Context: an optimization exercise on an open-source flow, tuned for small area. The choices shown serve that exercise and are no tape-out recipe.
Function was checked by simulation only, so behaviour that the tests miss may differ from the original.
The flow treats the clock pin as an ideal source. Dropping or thinning the clock tree relies on that and would not hold on a real chip.
Power and IR drop assume default switching activity.

// APB
module APB
(
    input PCLK,
    input PRESETn,
    input [31:0] PADDR,
    input PSEL,
    input PENABLE,
    input PWRITE,
    input [31:0] PWDATA,
    output reg [31:0] PRDATA,
    output PREADY
);
Size in the first run: about 390 cells after synthesis, about 4100 sq um of cells after synthesis.
export LEC_CHECK = 0
export CAP_MARGIN = 10
export CORE_MARGIN = 2
export CORE_UTILIZATION = 70
export PLACE_DENSITY = 0.9
export SLEW_MARGIN = 10
create_clock -name core_clock -period 10.0 [get_ports {PCLK}]
standard.sh (not shown) runs the stock make flow with config.mk's settings and CLKGATE_MAP_FILE= SYNTH_SCRIPT=/design/flow/synth_recipe.tcl, a recipe that flattens the netlist after the stock synthesis.
==> flow/flow/run.sh <==
#!/bin/bash
# Layout flow: the standard flow (standard.sh) with three changes.
#  1. Synthesis is the standard synthesis (synth_recipe.tcl) except that
#     ABC's final technology mapping runs an area script (flow/area.abc)
#     instead of ORFS's speed script (flow/my_synth.tcl), and without ORFS's
#     half/full adder extraction (ADDER_MAP_FILE empty), which left XOR gates
#     as half-adder cells ABC cannot optimise; flip-flops, their names and
#     cells are those of the standard synthesis. Combinational
#     cells are then set to their smallest drive strength (flow/downsize.py);
#     later timing repair upsizes where needed.
#  2. Port buffers use the smallest buffer cell.
#  3. The clock tree is built by flow/clock_tree.tcl: the clock port drives
#     one root buffer, which drives a few leaf buffers, each at the centre of
#     the flip-flops it clocks (no dummy loads).
# Each tool's output goes to a log file of its own in this folder.
set -euo pipefail
here=$(pwd)
plat=$FLOW_HOME/platforms/$FLOW_PLATFORM
res=$here/orfs/results/$FLOW_PLATFORM/APB/base
lib=$plat/lib/sky130_fd_sc_hd__tt_025C_1v80.lib
OPENROAD=$(command -v openroad || echo $FLOW_HOME/../tools/install/OpenROAD/bin/openroad)
export BUFFER_PORTS_ARGS="-buffer_cell sky130_fd_sc_hd__buf_1"
source flow/settings.sh

sed -e "s#@AREA_ABC@#$here/flow/area.abc#" -e "s#@FLOW_SYNTH@#$here/synth_recipe.tcl#" \
    flow/my_synth.tcl > $here/my_synth.tcl
sed -e "s#SYNTH_SCRIPT=[^ ]*#SYNTH_SCRIPT=$here/my_synth.tcl ADDER_MAP_FILE=#" standard.sh > $here/my_standard.sh
bash my_standard.sh $res/1_2_yosys.v > synth.log 2>&1
cp $res/1_2_yosys.v $here/1_2_yosys.abc.v
python3 flow/downsize.py $res/1_2_yosys.v $lib > downsize.log 2>&1
bash standard.sh synth > synth_odb.log 2>&1
bash standard.sh place > place.log 2>&1
RES=$res PLAT=$plat $OPENROAD -no_init -exit flow/clock_tree.tcl > cts.log 2>&1
bash standard.sh finish > finish.log 2>&1
==> flow/flow/settings.sh <==
# clock tree shape (flow/clock_tree.tcl)
export LEAVES=4
export ROOT_BUF=sky130_fd_sc_hd__clkbuf_4
export LEAF_BUF=sky130_fd_sc_hd__buf_12
Other scripts of this flow, unchanged in this note and not shown: flow/flow/area.abc, flow/flow/clock_tree.tcl, flow/flow/downsize.py, flow/flow/my_synth.tcl
The starting point completed with no timing, DRC or antenna violations.
Rerun with:
==> flow/flow/settings.sh (replaced) <==
# clock tree shape (flow/clock_tree.tcl)
export LEAVES=4
export ROOT_BUF=sky130_fd_sc_hd__clkbuf_4
export LEAF_BUF=sky130_fd_sc_hd__buf_12
# keep timing repair to small buffers (added to the platform's list)
export DONT_USE_CELLS="sky130_fd_sc_hd__buf_4 sky130_fd_sc_hd__buf_6 sky130_fd_sc_hd__buf_8 sky130_fd_sc_hd__buf_12 sky130_fd_sc_hd__buf_16"
- CORE_UTILIZATION: 70 -> 65
- PLACE_DENSITY: 0.9 -> 0.8
The changed run finished with timing, DRC and antenna clean.
Via count is lower by a few percent.
Routed wire length is lower by a few percent.
Maximum frequency is lower slightly.
Worst setup slack degrades by 0.077 ns.
Synthesized area stays the same.
Final area hardly moves.
Total power is lower slightly.
Cell count is higher slightly.
Rerun with:
==> flow/flow/settings.sh (replaced) <==
# clock tree shape (flow/clock_tree.tcl)
export LEAVES=4
export ROOT_BUF=sky130_fd_sc_hd__clkbuf_4
export LEAF_BUF=sky130_fd_sc_hd__buf_12
- CORE_UTILIZATION: 65 -> 50
- PLACE_DENSITY: 0.8 -> 0.65
Result: Critical path depth stays the same. Flip-flop and latch count does not change. Cell count rises by 4.9%. Register-to-register slack gets better by 0.03 ns. Via count falls by 1.2%. Die area rises by 28%. Global-route usage falls by 4.8 points. Maximum frequency falls by 1.3%.
Rerun with:
--- a/flow/flow/run.sh
+++ b/flow/flow/run.sh
@@ -29,4 +29,5 @@
 cp $res/1_2_yosys.v $here/1_2_yosys.abc.v
 python3 flow/downsize.py $res/1_2_yosys.v $lib > downsize.log 2>&1
+python3 flow/prebuffer.py $res/1_2_yosys.v 24 > prebuffer.log 2>&1
 bash standard.sh synth > synth_odb.log 2>&1
 bash standard.sh place > place.log 2>&1
==> flow/flow/prebuffer.py (new file) <==
#!/usr/bin/env python3
"""Put a buf_4 after the combinational driver of every net with at least MIN
loads; the buffer drives all the loads, the driver only the buffer."""
import re, sys, collections
netlist, limit = sys.argv[1], int(sys.argv[2])
src = open(netlist).read()
cell_re = re.compile(r'sky130_fd_sc_hd__(\w+)\s+(\S+)\s*\((.*?)\);', re.S)
pin_re = re.compile(r'\.(\w+)\(([^()]*?)\s*\)')
outs = ('X', 'Y', 'Q', 'Q_N', 'HI', 'LO', 'COUT', 'SUM')
insts = []
for m in cell_re.finditer(src):
    insts.append((m, m.group(1), m.group(2), [(p, v.strip()) for p, v in pin_re.findall(m.group(3))]))
driver = {}
loads = collections.Counter()
for k, (m, c, n, pins) in enumerate(insts):
    for p, v in pins:
        if p in outs:
            driver[v] = k
        else:
            loads[v] += 1
ports = set(re.findall(r'^\s*(?:input|output)\s+(?:\[[^\]]*\]\s*)?(\S+?)\s*;', src, re.M))
seq = re.compile(r'^(df|edf|sdf|sedf|dl|conb)')
n = 0
repl = {}
wires = []
for net, cnt in loads.items():
    if cnt < limit or net not in driver or net in ports:
        continue
    k = driver[net]
    m, c, name, pins = insts[k]
    if seq.match(c):
        continue
    new = f'_prebuf{n}_'
    wires.append(new)
    body = m.group(0)
    body = pin_re.sub(lambda pm: f'.{pm.group(1)}({new})' if pm.group(1) in outs and pm.group(2).strip() == net else pm.group(0), body)
    body += f'\n  sky130_fd_sc_hd__buf_4 prebuf{n} (\n    .A({new}),\n    .X({net})\n  );'
    repl[m.start()] = (m.end(), body)
    n += 1
out = []
last = 0
for s in sorted(repl):
    e, body = repl[s]
    out.append(src[last:s]); out.append(body); last = e
out.append(src[last:])
res = ''.join(out)
decl = ''.join(f'  wire {w};\n' for w in wires)
res = re.sub(r'(module\s+\w+\s*\([^;]*\);\n)', lambda mm: mm.group(1) + decl, res, count=1)
open(netlist, 'w').write(res)
print(f"prebuffer: {n} nets buffered")
- CORE_UTILIZATION: 50 -> 65
- PLACE_DENSITY: 0.65 -> 0.8
Clock skew is lower by 0.0054 ns.
Via count climbs by 1.2%.
Clock power falls by about 3%.
Cell count fell by 4.6%.
Routed wire length decreases by 2.4%.
Power falls by 0.42%.
Core utilization went up by 17 points.
Flip-flop and latch count does not change.
Die area came out lower by 21%.
Sequential share of layout area rose by 0.37 points.
No run of this note takes its clock network from TritonCTS; it comes from the design's own scripts or RTL.

========
Setup of build 37:
Another version of the RTL of APB (not shown whole).
For scale: ~380 cells after synthesis, ~120 flip-flops, about 100 I/O pins, ~4200 sq um of cells after synthesis.
==> flow/config.mk <==
export PLATFORM = sky130hd
export DESIGN_NAME = APB
export DESIGN_NICKNAME = APB
export VERILOG_FILES = /design/flow/design.v
export SDC_FILE = /design/flow/constraint.sdc
export NUM_CORES = 4
export LEC_CHECK = 0
export CAP_MARGIN = 10
export CORE_MARGIN = 2
export CORE_UTILIZATION = 65
export PLACE_DENSITY = 0.8
export SLEW_MARGIN = 10
==> flow/constraint.sdc <==
create_clock -name core_clock -period 10.0 [get_ports {PCLK}]
set_input_delay 2.0000 -clock core_clock [delete_from_list [all_inputs] [get_ports {PCLK}]]
set_output_delay 2.0000 -clock core_clock [all_outputs]
set_load 0.01 [all_outputs]
==> flow/flow/run.sh <==
#!/bin/bash
# Layout flow: the standard flow (standard.sh) with three changes.
#  1. Synthesis is the standard synthesis (synth_recipe.tcl) except that
#     ABC's final technology mapping runs an area script (flow/area.abc)
#     instead of ORFS's speed script (flow/my_synth.tcl); flip-flops, their
#     names and cells are those of the standard synthesis. Combinational
#     cells are then set to their smallest drive strength (flow/downsize.py);
#     later timing repair upsizes where needed.
#  2. Port buffers use the smallest buffer cell.
#  3. The clock tree is built by flow/clock_tree.tcl: the clock port drives
#     one root buffer, which drives a few leaf buffers, each at the centre of
#     the flip-flops it clocks (no dummy loads).
# Each tool's output goes to a log file of its own in this folder.
set -euo pipefail
here=$(pwd)
plat=$FLOW_HOME/platforms/$FLOW_PLATFORM
res=$here/orfs/results/$FLOW_PLATFORM/APB/base
lib=$plat/lib/sky130_fd_sc_hd__tt_025C_1v80.lib
OPENROAD=$(command -v openroad || echo $FLOW_HOME/../tools/install/OpenROAD/bin/openroad)
export BUFFER_PORTS_ARGS="-buffer_cell sky130_fd_sc_hd__buf_1"
source flow/settings.sh

sed -e "s#@AREA_ABC@#$here/flow/area.abc#" -e "s#@FLOW_SYNTH@#$here/synth_recipe.tcl#" \
    flow/my_synth.tcl > $here/my_synth.tcl
sed -e "s#SYNTH_SCRIPT=[^ ]*#SYNTH_SCRIPT=$here/my_synth.tcl#" standard.sh > $here/my_standard.sh
bash my_standard.sh $res/1_2_yosys.v > synth.log 2>&1
cp $res/1_2_yosys.v $here/1_2_yosys.abc.v
python3 flow/downsize.py $res/1_2_yosys.v $lib > downsize.log 2>&1
bash standard.sh synth > synth_odb.log 2>&1
bash standard.sh place > place.log 2>&1
RES=$res PLAT=$plat $OPENROAD -no_init -exit flow/clock_tree.tcl > cts.log 2>&1
bash standard.sh finish > finish.log 2>&1
==> flow/flow/settings.sh <==
# clock tree shape (flow/clock_tree.tcl)
export LEAVES=4
export ROOT_BUF=sky130_fd_sc_hd__clkbuf_4
export LEAF_BUF=sky130_fd_sc_hd__clkbuf_16
Other scripts of this flow, unchanged in this note and not shown: flow/flow/area.abc, flow/flow/clock_tree.tcl, flow/flow/downsize.py, flow/flow/my_synth.tcl
In summary, build 37 completed successfully, with a layout that passed the timing, design-rule and antenna checks.
[inputs] build 11 vs build 37
- CAP_MARGIN changed from 10 to 0
- SLEW_MARGIN changed from 10 to 0
diff --git a/flow/flow/settings.sh b/flow/flow/settings.sh
--- a/flow/flow/settings.sh
+++ b/flow/flow/settings.sh
@@ -2 +2 @@
-export LEAVES=4
+export LEAVES=5
--- outcome ---
- Build 11: all stages complete, timing, DRC and antenna checks passed
- Relative contribution of sequential cells to total power: higher on build 37
- Re wire length of the first global-routing pass: build 37 and build 11 aren't equal, and the higher value belongs to build 11.
- The met1 track utilization from global routing on build 37 is in line with that on build 11.
- Post-route standard cell area excluding fillers delta (build 11 − build 37): unfavourable
- Between build 11 and build 37, it is build 11 whose sequential share of layout area is lower, by 0.26 points.
- Compared with build 37, in build 11 minimum setup slack in the final design went up 0.025 ns; final core utilization rose by 0.40 points.
Edits applied to the flow inputs when going from build 11 to build 97:
- changing CAP_MARGIN from 0 to 10
- changing SLEW_MARGIN from 0 to 10
diff --git a/flow/flow/run.sh b/flow/flow/run.sh
--- a/flow/flow/run.sh
+++ b/flow/flow/run.sh
@@ -5,2 +5,4 @@
-#     instead of ORFS's speed script (flow/my_synth.tcl); flip-flops, their
-#     names and cells are those of the standard synthesis. Combinational
+#     instead of ORFS's speed script (flow/my_synth.tcl), and without ORFS's
+#     half/full adder extraction (ADDER_MAP_FILE empty), which left XOR gates
+#     as half-adder cells ABC cannot optimise; flip-flops, their names and
+#     cells are those of the standard synthesis. Combinational
@@ -25 +27 @@
-sed -e "s#SYNTH_SCRIPT=[^ ]*#SYNTH_SCRIPT=$here/my_synth.tcl#" standard.sh > $here/my_standard.sh
+sed -e "s#SYNTH_SCRIPT=[^ ]*#SYNTH_SCRIPT=$here/my_synth.tcl ADDER_MAP_FILE=#" standard.sh > $here/my_standard.sh
diff --git a/flow/flow/settings.sh b/flow/flow/settings.sh
--- a/flow/flow/settings.sh
+++ b/flow/flow/settings.sh
@@ -2 +2 @@
-export LEAVES=5
+export LEAVES=4
Findings:
The lower power came out of build 97. Build 97 ends up with higher sequential share of layout area than build 11 does. [build 97] post-route minimum period fell 0.011 ns relative to build 11. [compare] base=build 11 new=build 97: worst hold-check slack down 0.0076 ns, vias after detailed routing fell 56. Looking at capture point of the worst path, the PRDATA[0] result is from build 11; the PRDATA[4] one comes from build 97.
In every run of this note, the design's own scripts or RTL, not TritonCTS, make the clock network.

## static timing again, ports no longer ideal
Ports are ideal in the flow. The routed layouts listed here were re-timed in OpenROAD.
Step 1 sets driving cells, clkbuf_16 on the clock port and buf_2 on the other inputs (assumed; they add their load-dependent delay and slew).
Step 2 times the ports against the registers' clock, not the clock port: input delays grow and output delays shrink by t, the midpoint of the rising clock arrivals with the driver on.
Slacks: no drivers / after step 1 / after step 2; pairs: no drivers / after step 1.
run | shift t [ns] | setup WS [ns] | worst setup path after step 2 | slew at the worst register clock pin (ns) | pins driven straight from the clock port
the first run of note 1 | 0.445 | 3.803 / 3.781 / 3.781 | input to output | 0.12 / 0.12 | 1
the second run of note 1 | 0.441 | 3.726 / 3.703 / 3.703 | input to output | 0.11 / 0.11 | 1
the third run of note 1 | 0.450 | 3.640 / 3.616 / 3.616 | input to output | 0.12 / 0.12 | 1
the fourth run of note 1 | 0.442 | 3.874 / 3.853 / 3.853 | input to output | 0.12 / 0.12 | 1
build 37 | 0.457 | 3.832 / 3.806 / 3.806 | input to output | 0.11 / 0.11 | 1
build 11 | 0.465 | 3.857 / 3.831 / 3.831 | input to output | 0.10 / 0.10 | 1
build 97 | 0.440 | 3.868 / 3.847 / 3.847 | input to output | 0.11 / 0.11 | 1
After both steps every run listed still meets setup and hold.
